Context: an optimization exercise on an open-source flow, tuned for small area, a short achievable clock period and few clock cycles per item. The choices shown serve that exercise and are no tape-out recipe.
In this exercise RTL edits were held to simulation tests only and were not proved equivalent to the original.

==> trial 55: inputs <==
==> flow/design.v <==
module compare_block #(
    parameter SIZE_DATA = 16
)(
    input  logic                   i_load,
    input  logic [4:0]             i_ctl,
    input  logic [4*SIZE_DATA-1:0] i_x,
    input  logic [4*SIZE_DATA-1:0] i_din,
    output logic [4*SIZE_DATA-1:0] o_y
);
    localparam int W = SIZE_DATA;
    localparam int D = $clog2(SIZE_DATA);
    logic [W-1:0] x [4];
    for (genvar i = 0; i < 4; i++) begin : g_x
        assign x[i] = i_x[i*W +: W];
    end
    logic [15:0] b;
    for (genvar i = 0; i < 4; i++) begin : g_ci
        for (genvar j = 0; j < 4; j++) begin : g_cj
            if (i < j) begin : g_c
                logic [W-1:0] lt [D+1];
                logic [W-1:0] gt [D+1];
                assign lt[0] = x[j] & ~x[i];
                assign gt[0] = ~x[j] & x[i];
                for (genvar d = 1; d <= D; d++) begin : g_lv
                    for (genvar m = 0; m < (W >> d); m++) begin : g_nd
                        assign gt[d][m] = gt[d-1][2*m+1] | (~lt[d-1][2*m+1] & gt[d-1][2*m]);
                        assign lt[d][m] = lt[d-1][2*m+1] | (~gt[d-1][2*m+1] & lt[d-1][2*m]);
                    end
                    assign gt[d][W-1:(W >> d)] = '0;
                    assign lt[d][W-1:(W >> d)] = '0;
                end
                assign b[i*4+j] = gt[D][0];
            end else begin : g_n
                assign b[i*4+j] = 1'b0;
            end
        end
    end
    logic [3:0] c [4];
    always_comb begin
        for (int i = 0; i < 4; i++)
            for (int j = 0; j < 4; j++)
                c[i][j] = (i < j) ? b[i*4+j] : (i > j) ? !b[j*4+i] : 1'b0;
    end
    logic [3:0] r1h [4];
    always_comb begin
        for (int i = 0; i < 4; i++) begin
            logic p, q, s;
            p = c[i][(i+1)%4]; q = c[i][(i+2)%4]; s = c[i][(i+3)%4];
            r1h[i][0] = !p & !q & !s;
            r1h[i][1] = (p & !q & !s) | (!p & q & !s) | (!p & !q & s);
            r1h[i][2] = (p & q & !s) | (p & !q & s) | (!p & q & s);
            r1h[i][3] = p & q & s;
        end
    end
    logic s01, s23;
    assign s01 = i_ctl[2] & (b[1] ^ i_ctl[3]);
    assign s23 = i_ctl[2] & (b[11] ^ i_ctl[3]);
    logic [3:0] sel [4];
    logic [3:0] keep;
    assign keep[0] = i_ctl[4] | (i_ctl[2] & !s01);
    assign keep[1] = i_ctl[4] | (i_ctl[2] & !s01);
    assign keep[2] = i_ctl[4] | (i_ctl[2] & !s23);
    assign keep[3] = i_ctl[4] | (i_ctl[2] & !s23);
    always_comb begin
        for (int i = 0; i < 4; i++) begin
            sel[0][i] = (i_ctl[0] & r1h[i][0]) | (i_ctl[1] & r1h[i][3]);
            sel[1][i] = (i_ctl[0] & r1h[i][2]) | (i_ctl[1] & r1h[i][1]);
            sel[2][i] = (i_ctl[0] & r1h[i][1]) | (i_ctl[1] & r1h[i][2]);
            sel[3][i] = (i_ctl[0] & r1h[i][3]) | (i_ctl[1] & r1h[i][0]);
        end
        sel[0][0] = sel[0][0] | keep[0];
        sel[1][1] = sel[1][1] | keep[1];
        sel[2][2] = sel[2][2] | keep[2];
        sel[3][3] = sel[3][3] | keep[3];
        sel[0][1] = sel[0][1] | s01;
        sel[1][0] = sel[1][0] | s01;
        sel[2][3] = sel[2][3] | s23;
        sel[3][2] = sel[3][2] | s23;
    end
    always_comb begin
        for (int k = 0; k < 4; k++) begin
            o_y[k*W +: W] = ({W{i_load}} & i_din[k*W +: W]) |
                            ({W{sel[k][0]}} & x[0]) | ({W{sel[k][1]}} & x[1]) |
                            ({W{sel[k][2]}} & x[2]) | ({W{sel[k][3]}} & x[3]);
        end
    end
endmodule
module insertionSort #(
    parameter NUM_VALS = 32,
    parameter SIZE_DATA = 16
)(
    input  logic                          i_clk,
    input  logic                          i_rst_n,
    input  logic                          i_start,
    input  logic [NUM_VALS*SIZE_DATA-1:0] i_data,
    output logic                          o_done,
    output logic [NUM_VALS*SIZE_DATA-1:0] o_data
);
    localparam int N = 32;
    localparam int W = 16;
    localparam int G = N / 4;
    localparam int STEPS = 9;
    logic             r_busy;
    logic [3:0]      r_cnt;
    logic [N*W-1:0]   r_key;             
    logic [N*W-1:0]   w_perm;            
    logic [N*W-1:0]   w_next;            
    logic [N*W-1:0]   w_din;             
    logic [G*5-1:0]  w_ctl;             
    logic [G*5-1:0]  r_ctl;             
    logic [3:0]      w_step;            
    logic             w_run;             
    assign w_step = r_busy ? r_cnt + 1'b1 : '0;
    assign w_run  = r_busy ? (r_cnt != STEPS-1) : i_start;
    always_ff @(posedge i_clk or negedge i_rst_n) begin
        if (!i_rst_n)
            r_ctl <= '0;
        else
            r_ctl <= w_run ? w_ctl : '0;
    end
    always_comb begin
        w_ctl = '0;
        case (w_step)
            4'd0: w_ctl = 40'h1082110821;
            4'd1: w_ctl = 40'h8421084210;
            4'd2: w_ctl = 40'h1082110821;
            4'd3: w_ctl = 40'h6318c21084;
            4'd4: w_ctl = 40'h1082110821;
            4'd5: w_ctl = 40'h1084208421;
            4'd6: w_ctl = 40'h0842108421;
            4'd7: w_ctl = 40'h0842108421;
            4'd8: w_ctl = 40'h2108421084;
            default: ;
        endcase
    end
    assign w_perm[0*W +: W] = r_key[0*W +: W];
    assign w_perm[1*W +: W] = r_key[16*W +: W];
    assign w_perm[2*W +: W] = r_key[4*W +: W];
    assign w_perm[3*W +: W] = r_key[20*W +: W];
    assign w_perm[4*W +: W] = r_key[1*W +: W];
    assign w_perm[5*W +: W] = r_key[17*W +: W];
    assign w_perm[6*W +: W] = r_key[5*W +: W];
    assign w_perm[7*W +: W] = r_key[21*W +: W];
    assign w_perm[8*W +: W] = r_key[2*W +: W];
    assign w_perm[9*W +: W] = r_key[18*W +: W];
    assign w_perm[10*W +: W] = r_key[6*W +: W];
    assign w_perm[11*W +: W] = r_key[22*W +: W];
    assign w_perm[12*W +: W] = r_key[3*W +: W];
    assign w_perm[13*W +: W] = r_key[19*W +: W];
    assign w_perm[14*W +: W] = r_key[7*W +: W];
    assign w_perm[15*W +: W] = r_key[23*W +: W];
    assign w_perm[16*W +: W] = r_key[8*W +: W];
    assign w_perm[17*W +: W] = r_key[24*W +: W];
    assign w_perm[18*W +: W] = r_key[12*W +: W];
    assign w_perm[19*W +: W] = r_key[28*W +: W];
    assign w_perm[20*W +: W] = r_key[9*W +: W];
    assign w_perm[21*W +: W] = r_key[25*W +: W];
    assign w_perm[22*W +: W] = r_key[13*W +: W];
    assign w_perm[23*W +: W] = r_key[29*W +: W];
    assign w_perm[24*W +: W] = r_key[10*W +: W];
    assign w_perm[25*W +: W] = r_key[26*W +: W];
    assign w_perm[26*W +: W] = r_key[14*W +: W];
    assign w_perm[27*W +: W] = r_key[30*W +: W];
    assign w_perm[28*W +: W] = r_key[11*W +: W];
    assign w_perm[29*W +: W] = r_key[27*W +: W];
    assign w_perm[30*W +: W] = r_key[15*W +: W];
    assign w_perm[31*W +: W] = r_key[31*W +: W];
    for (genvar g = 0; g < G; g++) begin : g_grp
        compare_block #(.SIZE_DATA(W)) u_grp (
            .i_load (~r_busy),
            .i_ctl  (r_ctl[5*g +: 5]),
            .i_x    (w_perm[4*g*W +: 4*W]),
            .i_din  (w_din[4*g*W +: 4*W]),
            .o_y    (w_next[4*g*W +: 4*W])
        );
    end
    assign w_din[0*W +: W] = i_data[0*W +: W];
    assign w_din[4*W +: W] = i_data[1*W +: W];
    assign w_din[16*W +: W] = i_data[2*W +: W];
    assign w_din[20*W +: W] = i_data[3*W +: W];
    assign w_din[2*W +: W] = i_data[4*W +: W];
    assign w_din[6*W +: W] = i_data[5*W +: W];
    assign w_din[18*W +: W] = i_data[6*W +: W];
    assign w_din[22*W +: W] = i_data[7*W +: W];
    assign w_din[1*W +: W] = i_data[8*W +: W];
    assign w_din[5*W +: W] = i_data[9*W +: W];
    assign w_din[17*W +: W] = i_data[10*W +: W];
    assign w_din[21*W +: W] = i_data[11*W +: W];
    assign w_din[3*W +: W] = i_data[12*W +: W];
    assign w_din[7*W +: W] = i_data[13*W +: W];
    assign w_din[19*W +: W] = i_data[14*W +: W];
    assign w_din[23*W +: W] = i_data[15*W +: W];
    assign w_din[8*W +: W] = i_data[16*W +: W];
    assign w_din[12*W +: W] = i_data[17*W +: W];
    assign w_din[24*W +: W] = i_data[18*W +: W];
    assign w_din[28*W +: W] = i_data[19*W +: W];
    assign w_din[10*W +: W] = i_data[20*W +: W];
    assign w_din[14*W +: W] = i_data[21*W +: W];
    assign w_din[26*W +: W] = i_data[22*W +: W];
    assign w_din[30*W +: W] = i_data[23*W +: W];
    assign w_din[9*W +: W] = i_data[24*W +: W];
    assign w_din[13*W +: W] = i_data[25*W +: W];
    assign w_din[25*W +: W] = i_data[26*W +: W];
    assign w_din[29*W +: W] = i_data[27*W +: W];
    assign w_din[11*W +: W] = i_data[28*W +: W];
    assign w_din[15*W +: W] = i_data[29*W +: W];
    assign w_din[27*W +: W] = i_data[30*W +: W];
    assign w_din[31*W +: W] = i_data[31*W +: W];
    always_ff @(posedge i_clk or negedge i_rst_n) begin
        if (!i_rst_n) begin
            r_busy <= 1'b0;
            r_cnt  <= '0;
            o_done <= 1'b0;
        end else begin
            o_done <= r_busy && (r_cnt == STEPS-1);
            if (!r_busy) begin
                r_busy <= i_start;
                r_cnt  <= '0;
            end else begin
                r_cnt <= r_cnt + 1'b1;
                if (r_cnt == STEPS-1)
                    r_busy <= 1'b0;
            end
        end
    end
    always_ff @(posedge i_clk)
        r_key <= w_next;
    assign o_data[0*W +: W] = r_key[0*W +: W];
    assign o_data[1*W +: W] = r_key[1*W +: W];
    assign o_data[16*W +: W] = r_key[2*W +: W];
    assign o_data[17*W +: W] = r_key[3*W +: W];
    assign o_data[4*W +: W] = r_key[4*W +: W];
    assign o_data[5*W +: W] = r_key[5*W +: W];
    assign o_data[20*W +: W] = r_key[6*W +: W];
    assign o_data[21*W +: W] = r_key[7*W +: W];
    assign o_data[2*W +: W] = r_key[8*W +: W];
    assign o_data[3*W +: W] = r_key[9*W +: W];
    assign o_data[18*W +: W] = r_key[10*W +: W];
    assign o_data[19*W +: W] = r_key[11*W +: W];
    assign o_data[6*W +: W] = r_key[12*W +: W];
    assign o_data[7*W +: W] = r_key[13*W +: W];
    assign o_data[22*W +: W] = r_key[14*W +: W];
    assign o_data[23*W +: W] = r_key[15*W +: W];
    assign o_data[8*W +: W] = r_key[16*W +: W];
    assign o_data[9*W +: W] = r_key[17*W +: W];
    assign o_data[24*W +: W] = r_key[18*W +: W];
    assign o_data[25*W +: W] = r_key[19*W +: W];
    assign o_data[12*W +: W] = r_key[20*W +: W];
    assign o_data[13*W +: W] = r_key[21*W +: W];
    assign o_data[28*W +: W] = r_key[22*W +: W];
    assign o_data[29*W +: W] = r_key[23*W +: W];
    assign o_data[10*W +: W] = r_key[24*W +: W];
    assign o_data[11*W +: W] = r_key[25*W +: W];
    assign o_data[26*W +: W] = r_key[26*W +: W];
    assign o_data[27*W +: W] = r_key[27*W +: W];
    assign o_data[14*W +: W] = r_key[28*W +: W];
    assign o_data[15*W +: W] = r_key[29*W +: W];
    assign o_data[30*W +: W] = r_key[30*W +: W];
    assign o_data[31*W +: W] = r_key[31*W +: W];
endmodule
==> flow/flow/run.sh <==
#!/bin/bash
# The standard ORFS layout (the standard.sh, standard synthesis unchanged)
# with two changes: the port buffers the standard flow's flow inserts use a small buffer
# cell instead of the delay buffer buffer_ports picks by default, and repair
# aims for a setup slack margin of MARGIN ns against the 10 ns clock.
# Each tool's output goes to ORFS's own logs under orfs/logs; the make output
# is kept in standard.log.
set -euo pipefail
MARGIN=$(cat flow/margin.txt)
PORTBUF=$(cat flow/portbuf.txt)
bash standard.sh "SETUP_SLACK_MARGIN=${MARGIN}" \
    "BUFFER_PORTS_ARGS=-buffer_cell ${PORTBUF}" finish > standard.log 2>&1
==> flow/flow/margin.txt <==
6.6
==> flow/flow/portbuf.txt <==
sky130_fd_sc_hd__buf_1
==> flow/standard.sh <==
#!/bin/bash
# synth_recipe.tcl (not shown) runs the flow's synth.tcl, then flattens the netlist and writes it again
# the make line also repeats each setting of config.mk as NAME=value (left out here)
make -C /OpenROAD-flow-scripts/flow DESIGN_CONFIG=/design/flow/config.mk WORK_HOME=/design/flow/orfs CLKGATE_MAP_FILE= SYNTH_SCRIPT=/design/flow/synth_recipe.tcl "${@:-finish}"
==> flow/config.mk <==
export PLATFORM = sky130hd
export DESIGN_NAME = insertionSort
export DESIGN_NICKNAME = insertionSort
export VERILOG_FILES = /design/flow/design.v
export SDC_FILE = /design/flow/constraint.sdc
export NUM_CORES = 8
export LEC_CHECK = 0
export ABC_AREA = 1
export CAP_MARGIN = 20
export CORE_AREA = 2 2 338 338
export CTS_CLUSTER_DIAMETER = 120
export CTS_CLUSTER_SIZE = 20
export DIE_AREA = 0 0 340 340
export SLEW_MARGIN = 20
==> flow/constraint.sdc <==
create_clock -name core_clock -period 10.0 [get_ports {i_clk}]
set_input_delay 2.0000 -clock core_clock [delete_from_list [all_inputs] [get_ports {i_clk}]]
set_output_delay 2.0000 -clock core_clock [all_outputs]
set_load 0.01 [all_outputs]
==> build 7 (differences from trial 55) <==
--- a/flow/design.v
+++ b/flow/design.v
@@ -2,7 +2,8 @@
     parameter SIZE_DATA = 16
 )(
     input  logic                   i_load,
-    input  logic [4:0]             i_ctl,
+    input  logic [1:0]             i_kind,
+    input  logic [7:0]             i_rank,
     input  logic [4*SIZE_DATA-1:0] i_x,
     input  logic [4*SIZE_DATA-1:0] i_din,
     output logic [4*SIZE_DATA-1:0] o_y
@@ -52,34 +53,31 @@
             r1h[i][3] = p & q & s;
         end
     end
-    logic s01, s23;
-    assign s01 = i_ctl[2] & (b[1] ^ i_ctl[3]);
-    assign s23 = i_ctl[2] & (b[11] ^ i_ctl[3]);
     logic [3:0] sel [4];
-    logic [3:0] keep;
-    assign keep[0] = i_ctl[4] | (i_ctl[2] & !s01);
-    assign keep[1] = i_ctl[4] | (i_ctl[2] & !s01);
-    assign keep[2] = i_ctl[4] | (i_ctl[2] & !s23);
-    assign keep[3] = i_ctl[4] | (i_ctl[2] & !s23);
-    always_comb begin
-        for (int i = 0; i < 4; i++) begin
-            sel[0][i] = (i_ctl[0] & r1h[i][0]) | (i_ctl[1] & r1h[i][3]);
-            sel[1][i] = (i_ctl[0] & r1h[i][2]) | (i_ctl[1] & r1h[i][1]);
-            sel[2][i] = (i_ctl[0] & r1h[i][1]) | (i_ctl[1] & r1h[i][2]);
-            sel[3][i] = (i_ctl[0] & r1h[i][3]) | (i_ctl[1] & r1h[i][0]);
-        end
-        sel[0][0] = sel[0][0] | keep[0];
-        sel[1][1] = sel[1][1] | keep[1];
-        sel[2][2] = sel[2][2] | keep[2];
-        sel[3][3] = sel[3][3] | keep[3];
-        sel[0][1] = sel[0][1] | s01;
-        sel[1][0] = sel[1][0] | s01;
-        sel[2][3] = sel[2][3] | s23;
-        sel[3][2] = sel[3][2] | s23;
-    end
     always_comb begin
         for (int k = 0; k < 4; k++) begin
-            o_y[k*W +: W] = ({W{i_load}} & i_din[k*W +: W]) |
+            sel[k] = 4'b0;
+            case (i_kind)
+                2'd0: sel[k][k] = 1'b1;
+                2'd1: for (int i = 0; i < 4; i++) sel[k][i] = r1h[i][i_rank[2*k +: 2]];
+                default: ;
+            endcase
+        end
+        if (i_kind == 2'd2) begin
+            sel[0] = (b[1] ^ i_rank[0]) ? 4'b0010 : 4'b0001;
+            sel[1] = (b[1] ^ i_rank[0]) ? 4'b0001 : 4'b0010;
+            sel[2] = (b[11] ^ i_rank[2]) ? 4'b1000 : 4'b0100;
+            sel[3] = (b[11] ^ i_rank[2]) ? 4'b0100 : 4'b1000;
+        end else if (i_kind == 2'd3) begin
+            sel[0] = (b[2] ^ i_rank[0]) ? 4'b0100 : 4'b0001;
+            sel[2] = (b[2] ^ i_rank[0]) ? 4'b0001 : 4'b0100;
+            sel[1] = (b[7] ^ i_rank[2]) ? 4'b1000 : 4'b0010;
+            sel[3] = (b[7] ^ i_rank[2]) ? 4'b0010 : 4'b1000;
+        end
+    end
+    always_comb begin
+        for (int k = 0; k < 4; k++) begin
+            o_y[k*W +: W] = i_load ? i_din[k*W +: W] :
                             ({W{sel[k][0]}} & x[0]) | ({W{sel[k][1]}} & x[1]) |
                             ({W{sel[k][2]}} & x[2]) | ({W{sel[k][3]}} & x[3]);
         end
@@ -106,30 +104,29 @@
     logic [N*W-1:0]   w_perm;            
     logic [N*W-1:0]   w_next;            
     logic [N*W-1:0]   w_din;             
-    logic [G*5-1:0]  w_ctl;             
-    logic [G*5-1:0]  r_ctl;             
+    logic [G*2-1:0]   w_kind;            
+    logic [G*8-1:0]   w_rank;            
+    logic [G*2-1:0]   r_kind;            
+    logic [G*8-1:0]   r_rank;            
     logic [3:0]      w_step;            
-    logic             w_run;             
     assign w_step = r_busy ? r_cnt + 1'b1 : '0;
-    assign w_run  = r_busy ? (r_cnt != STEPS-1) : i_start;
-    always_ff @(posedge i_clk or negedge i_rst_n) begin
-        if (!i_rst_n)
-            r_ctl <= '0;
-        else
-            r_ctl <= w_run ? w_ctl : '0;
-    end
-    always_comb begin
-        w_ctl = '0;
+    always_ff @(posedge i_clk) begin
+        r_kind <= w_kind;
+        r_rank <= w_rank;
+    end
+    always_comb begin
+        w_kind = '0;
+        w_rank = '0;
         case (w_step)
-            4'd0: w_ctl = 40'h1082110821;
-            4'd1: w_ctl = 40'h8421084210;
-            4'd2: w_ctl = 40'h1082110821;
-            4'd3: w_ctl = 40'h6318c21084;
-            4'd4: w_ctl = 40'h1082110821;
-            4'd5: w_ctl = 40'h1084208421;
-            4'd6: w_ctl = 40'h0842108421;
-            4'd7: w_ctl = 40'h0842108421;
-            4'd8: w_ctl = 40'h2108421084;
+            4'd0: begin w_kind = 16'h5555; w_rank = 64'h2727d8d82727d8d8; end
+            4'd1: begin w_kind = 16'h0000; w_rank = 64'he4e4e4e4e4e4e4e4; end
+            4'd2: begin w_kind = 16'h5555; w_rank = 64'h2727d8d82727d8d8; end
+            4'd3: begin w_kind = 16'haaaa; w_rank = 64'h0505050500000000; end
+            4'd4: begin w_kind = 16'h5555; w_rank = 64'h2727d8d82727d8d8; end
+            4'd5: begin w_kind = 16'h5555; w_rank = 64'h27272727d8d8d8d8; end
+            4'd6: begin w_kind = 16'h5555; w_rank = 64'hd8d8d8d8d8d8d8d8; end
+            4'd7: begin w_kind = 16'h5555; w_rank = 64'hd8d8d8d8d8d8d8d8; end
+            4'd8: begin w_kind = 16'haaaa; w_rank = 64'h0000000000000000; end
             default: ;
         endcase
     end
@@ -168,7 +165,8 @@
     for (genvar g = 0; g < G; g++) begin : g_grp
         compare_block #(.SIZE_DATA(W)) u_grp (
             .i_load (~r_busy),
-            .i_ctl  (r_ctl[5*g +: 5]),
+            .i_kind (r_kind[2*g +: 2]),
+            .i_rank (r_rank[8*g +: 8]),
             .i_x    (w_perm[4*g*W +: 4*W]),
             .i_din  (w_din[4*g*W +: 4*W]),
             .o_y    (w_next[4*g*W +: 4*W])
- CORE_AREA: 2 2 338 338 -> 2 2 378 378
- DIE_AREA: 0 0 340 340 -> 0 0 380 380
==> trial 51 (differences from trial 55) <==
==> flow/flow/margin.txt (replaced) <==
6.0
- ABC_AREA: 1 -> 0
- CORE_AREA: 2 2 338 338 -> 2 2 378 378
- DIE_AREA: 0 0 340 340 -> 0 0 380 380
==> build 89 (differences from trial 55) <==
--- a/flow/design.v
+++ b/flow/design.v
@@ -2,7 +2,7 @@
     parameter SIZE_DATA = 16
 )(
     input  logic                   i_load,
-    input  logic [4:0]             i_ctl,
+    input  logic [23:0]            i_ctl,
     input  logic [4*SIZE_DATA-1:0] i_x,
     input  logic [4*SIZE_DATA-1:0] i_din,
     output logic [4*SIZE_DATA-1:0] o_y
@@ -52,22 +52,21 @@
             r1h[i][3] = p & q & s;
         end
     end
-    logic s01, s23;
-    assign s01 = i_ctl[2] & (b[1] ^ i_ctl[3]);
-    assign s23 = i_ctl[2] & (b[11] ^ i_ctl[3]);
+    logic s01, s23, s02, s13;
+    assign s01 = i_ctl[16] & (b[1] ^ i_ctl[18]);
+    assign s23 = i_ctl[16] & (b[11] ^ i_ctl[19]);
+    assign s02 = i_ctl[17] & (b[2] ^ i_ctl[18]);
+    assign s13 = i_ctl[17] & (b[7] ^ i_ctl[19]);
     logic [3:0] sel [4];
     logic [3:0] keep;
-    assign keep[0] = i_ctl[4] | (i_ctl[2] & !s01);
-    assign keep[1] = i_ctl[4] | (i_ctl[2] & !s01);
-    assign keep[2] = i_ctl[4] | (i_ctl[2] & !s23);
-    assign keep[3] = i_ctl[4] | (i_ctl[2] & !s23);
-    always_comb begin
-        for (int i = 0; i < 4; i++) begin
-            sel[0][i] = (i_ctl[0] & r1h[i][0]) | (i_ctl[1] & r1h[i][3]);
-            sel[1][i] = (i_ctl[0] & r1h[i][2]) | (i_ctl[1] & r1h[i][1]);
-            sel[2][i] = (i_ctl[0] & r1h[i][1]) | (i_ctl[1] & r1h[i][2]);
-            sel[3][i] = (i_ctl[0] & r1h[i][3]) | (i_ctl[1] & r1h[i][0]);
-        end
+    assign keep[0] = i_ctl[20] | (i_ctl[16] & !s01) | (i_ctl[17] & !s02);
+    assign keep[1] = i_ctl[20] | (i_ctl[16] & !s01) | (i_ctl[17] & !s13);
+    assign keep[2] = i_ctl[20] | (i_ctl[16] & !s23) | (i_ctl[17] & !s02);
+    assign keep[3] = i_ctl[20] | (i_ctl[16] & !s23) | (i_ctl[17] & !s13);
+    always_comb begin
+        for (int k = 0; k < 4; k++)
+            for (int i = 0; i < 4; i++)
+                sel[k][i] = |(i_ctl[4*k +: 4] & r1h[i]);
         sel[0][0] = sel[0][0] | keep[0];
         sel[1][1] = sel[1][1] | keep[1];
         sel[2][2] = sel[2][2] | keep[2];
@@ -76,10 +75,14 @@
         sel[1][0] = sel[1][0] | s01;
         sel[2][3] = sel[2][3] | s23;
         sel[3][2] = sel[3][2] | s23;
+        sel[0][2] = sel[0][2] | s02;
+        sel[2][0] = sel[2][0] | s02;
+        sel[1][3] = sel[1][3] | s13;
+        sel[3][1] = sel[3][1] | s13;
     end
     always_comb begin
         for (int k = 0; k < 4; k++) begin
-            o_y[k*W +: W] = ({W{i_load}} & i_din[k*W +: W]) |
+            o_y[k*W +: W] = i_load ? i_din[k*W +: W] :
                             ({W{sel[k][0]}} & x[0]) | ({W{sel[k][1]}} & x[1]) |
                             ({W{sel[k][2]}} & x[2]) | ({W{sel[k][3]}} & x[3]);
         end
@@ -106,30 +109,24 @@
     logic [N*W-1:0]   w_perm;            
     logic [N*W-1:0]   w_next;            
     logic [N*W-1:0]   w_din;             
-    logic [G*5-1:0]  w_ctl;             
-    logic [G*5-1:0]  r_ctl;             
+    logic [G*24-1:0]  w_ctl;             
+    logic [G*24-1:0]  r_ctl;             
     logic [3:0]      w_step;            
-    logic             w_run;             
     assign w_step = r_busy ? r_cnt + 1'b1 : '0;
-    assign w_run  = r_busy ? (r_cnt != STEPS-1) : i_start;
-    always_ff @(posedge i_clk or negedge i_rst_n) begin
-        if (!i_rst_n)
-            r_ctl <= '0;
-        else
-            r_ctl <= w_run ? w_ctl : '0;
-    end
+    always_ff @(posedge i_clk)
+        r_ctl <= w_ctl;
     always_comb begin
         w_ctl = '0;
         case (w_step)
-            4'd0: w_ctl = 40'h1082110821;
-            4'd1: w_ctl = 40'h8421084210;
-            4'd2: w_ctl = 40'h1082110821;
-            4'd3: w_ctl = 40'h6318c21084;
-            4'd4: w_ctl = 40'h1082110821;
-            4'd5: w_ctl = 40'h1084208421;
-            4'd6: w_ctl = 40'h0842108421;
-            4'd7: w_ctl = 40'h0842108421;
-            4'd8: w_ctl = 40'h2108421084;
+            4'd0: w_ctl = 192'h001428001428008241008241001428001428008241008241;
+            4'd1: w_ctl = 192'h100000100000100000100000100000100000100000100000;
+            4'd2: w_ctl = 192'h001428001428008241008241001428001428008241008241;
+            4'd3: w_ctl = 192'h0d00000d00000d00000d0000010000010000010000010000;
+            4'd4: w_ctl = 192'h001428001428008241008241001428001428008241008241;
+            4'd5: w_ctl = 192'h001428001428001428001428008241008241008241008241;
+            4'd6: w_ctl = 192'h008241008241008241008241008241008241008241008241;
+            4'd7: w_ctl = 192'h008241008241008241008241008241008241008241008241;
+            4'd8: w_ctl = 192'h010000010000010000010000010000010000010000010000;
             default: ;
         endcase
     end
@@ -168,7 +165,7 @@
     for (genvar g = 0; g < G; g++) begin : g_grp
         compare_block #(.SIZE_DATA(W)) u_grp (
             .i_load (~r_busy),
-            .i_ctl  (r_ctl[5*g +: 5]),
+            .i_ctl  (r_ctl[24*g +: 24]),
             .i_x    (w_perm[4*g*W +: 4*W]),
             .i_din  (w_din[4*g*W +: 4*W]),
             .o_y    (w_next[4*g*W +: 4*W])
- CORE_AREA: 2 2 338 338 -> 2 2 378 378
- DIE_AREA: 0 0 340 340 -> 0 0 380 380
==> qor summary <==
|  | build 89 | trial 55 | trial 51 | build 7 |
|---|---|---|---|---|
| Final-layout clock buffer total | 44 | 43 | 42 | 44 |
| Highest clock frequency the design can meet | 0.290 GHz | 0.283 GHz | 0.244 GHz | 0.291 GHz |
| Outcome | timing/DRC/antenna clean | timing/DRC/antenna clean | timing/DRC/antenna clean | timing/DRC/antenna clean |
| Worst hold start | r_cnt[2] | r_key[12] | r_key[257] | r_cnt[0] |
| Category of the most critical setup path | flop to flop | flop to flop | flop to flop | flop to primary output |
| Sequential cell area share | 0.199 | 0.206 | 0.214 | 0.186 |
| Drt via density | 5.81 | 6.12 | 6.98 | 6.13 |
| DR iter-0 viols | 10700 | 12100 | 11800 | 12400 |
| Actual slew at the worst max-slew pin | 1.14 ns | 1.21 ns | 1.18 ns | 1.07 ns |
| Simple-gate portion of the synthesized area | 0.578 | 0.528 | 0.171 | 0.544 |
| Proportion of layout cells with a drive suffix above 1 | 0.126 | 0.111 | 0.129 | 0.141 |
| Crit Reg-Reg Endpoint | r_key[242] | r_key[30] | r_key[282] | r_key[128] |
| Number of vias in the routed layout | 72800 | 72500 | 57500 | 79500 |
| Compound-Gate Fraction of Synth Area | 0.104 | 0.135 | 0.372 | 0.135 |
| Number of standard-cell rows in the floorplan | 137 | 123 | 137 | 137 |
| Critical path's largest stage delay | 0.66 ns | 0.37 ns | 0.50 ns | 0.51 ns |
| Setup fix buffers added after clock tree synthesis | 73 | 25 | 49 | 108 |
| Tap cells | 1876 | 1500 | 1876 | 1876 |
Testbench counts of trial 55, summed over its fixed seeds: cycles 1,920, sorts 192.
Testbench counts of build 7, summed over its fixed seeds: cycles 1,920, sorts 192.
Testbench counts of trial 51, summed over its fixed seeds: cycles 1,920, sorts 192.
Testbench counts of build 89, summed over its fixed seeds: cycles 1,920, sorts 192.

==> what the ideal ports hide <==
Ports are ideal in the flow. The routed layouts listed here were re-timed in OpenROAD.
Step 1 assumes that a clkbuf_16 drives the clock port and a buf_2 every other input.
Step 2 times the ports against the registers' clock, not the clock port: input delays grow and output delays shrink by t, the midpoint of the rising clock arrivals with the driver on.
a / b / c = ideal ports / drivers / drivers and shift; a / b = the first two.
run | t (ns) | setup slack, ns | worst setup path at the end
trial 55 | 0.750 | 6.464 / 6.464 / 6.464 | register to register
build 7 | 0.769 | 6.563 / 6.470 / 6.571 | register to register
trial 51 | 0.730 | 5.906 / 5.906 / 5.906 | register to register
build 89 | 0.748 | 6.549 / 6.476 / 6.549 | register to register
After both steps setup and hold are still met in every run listed.
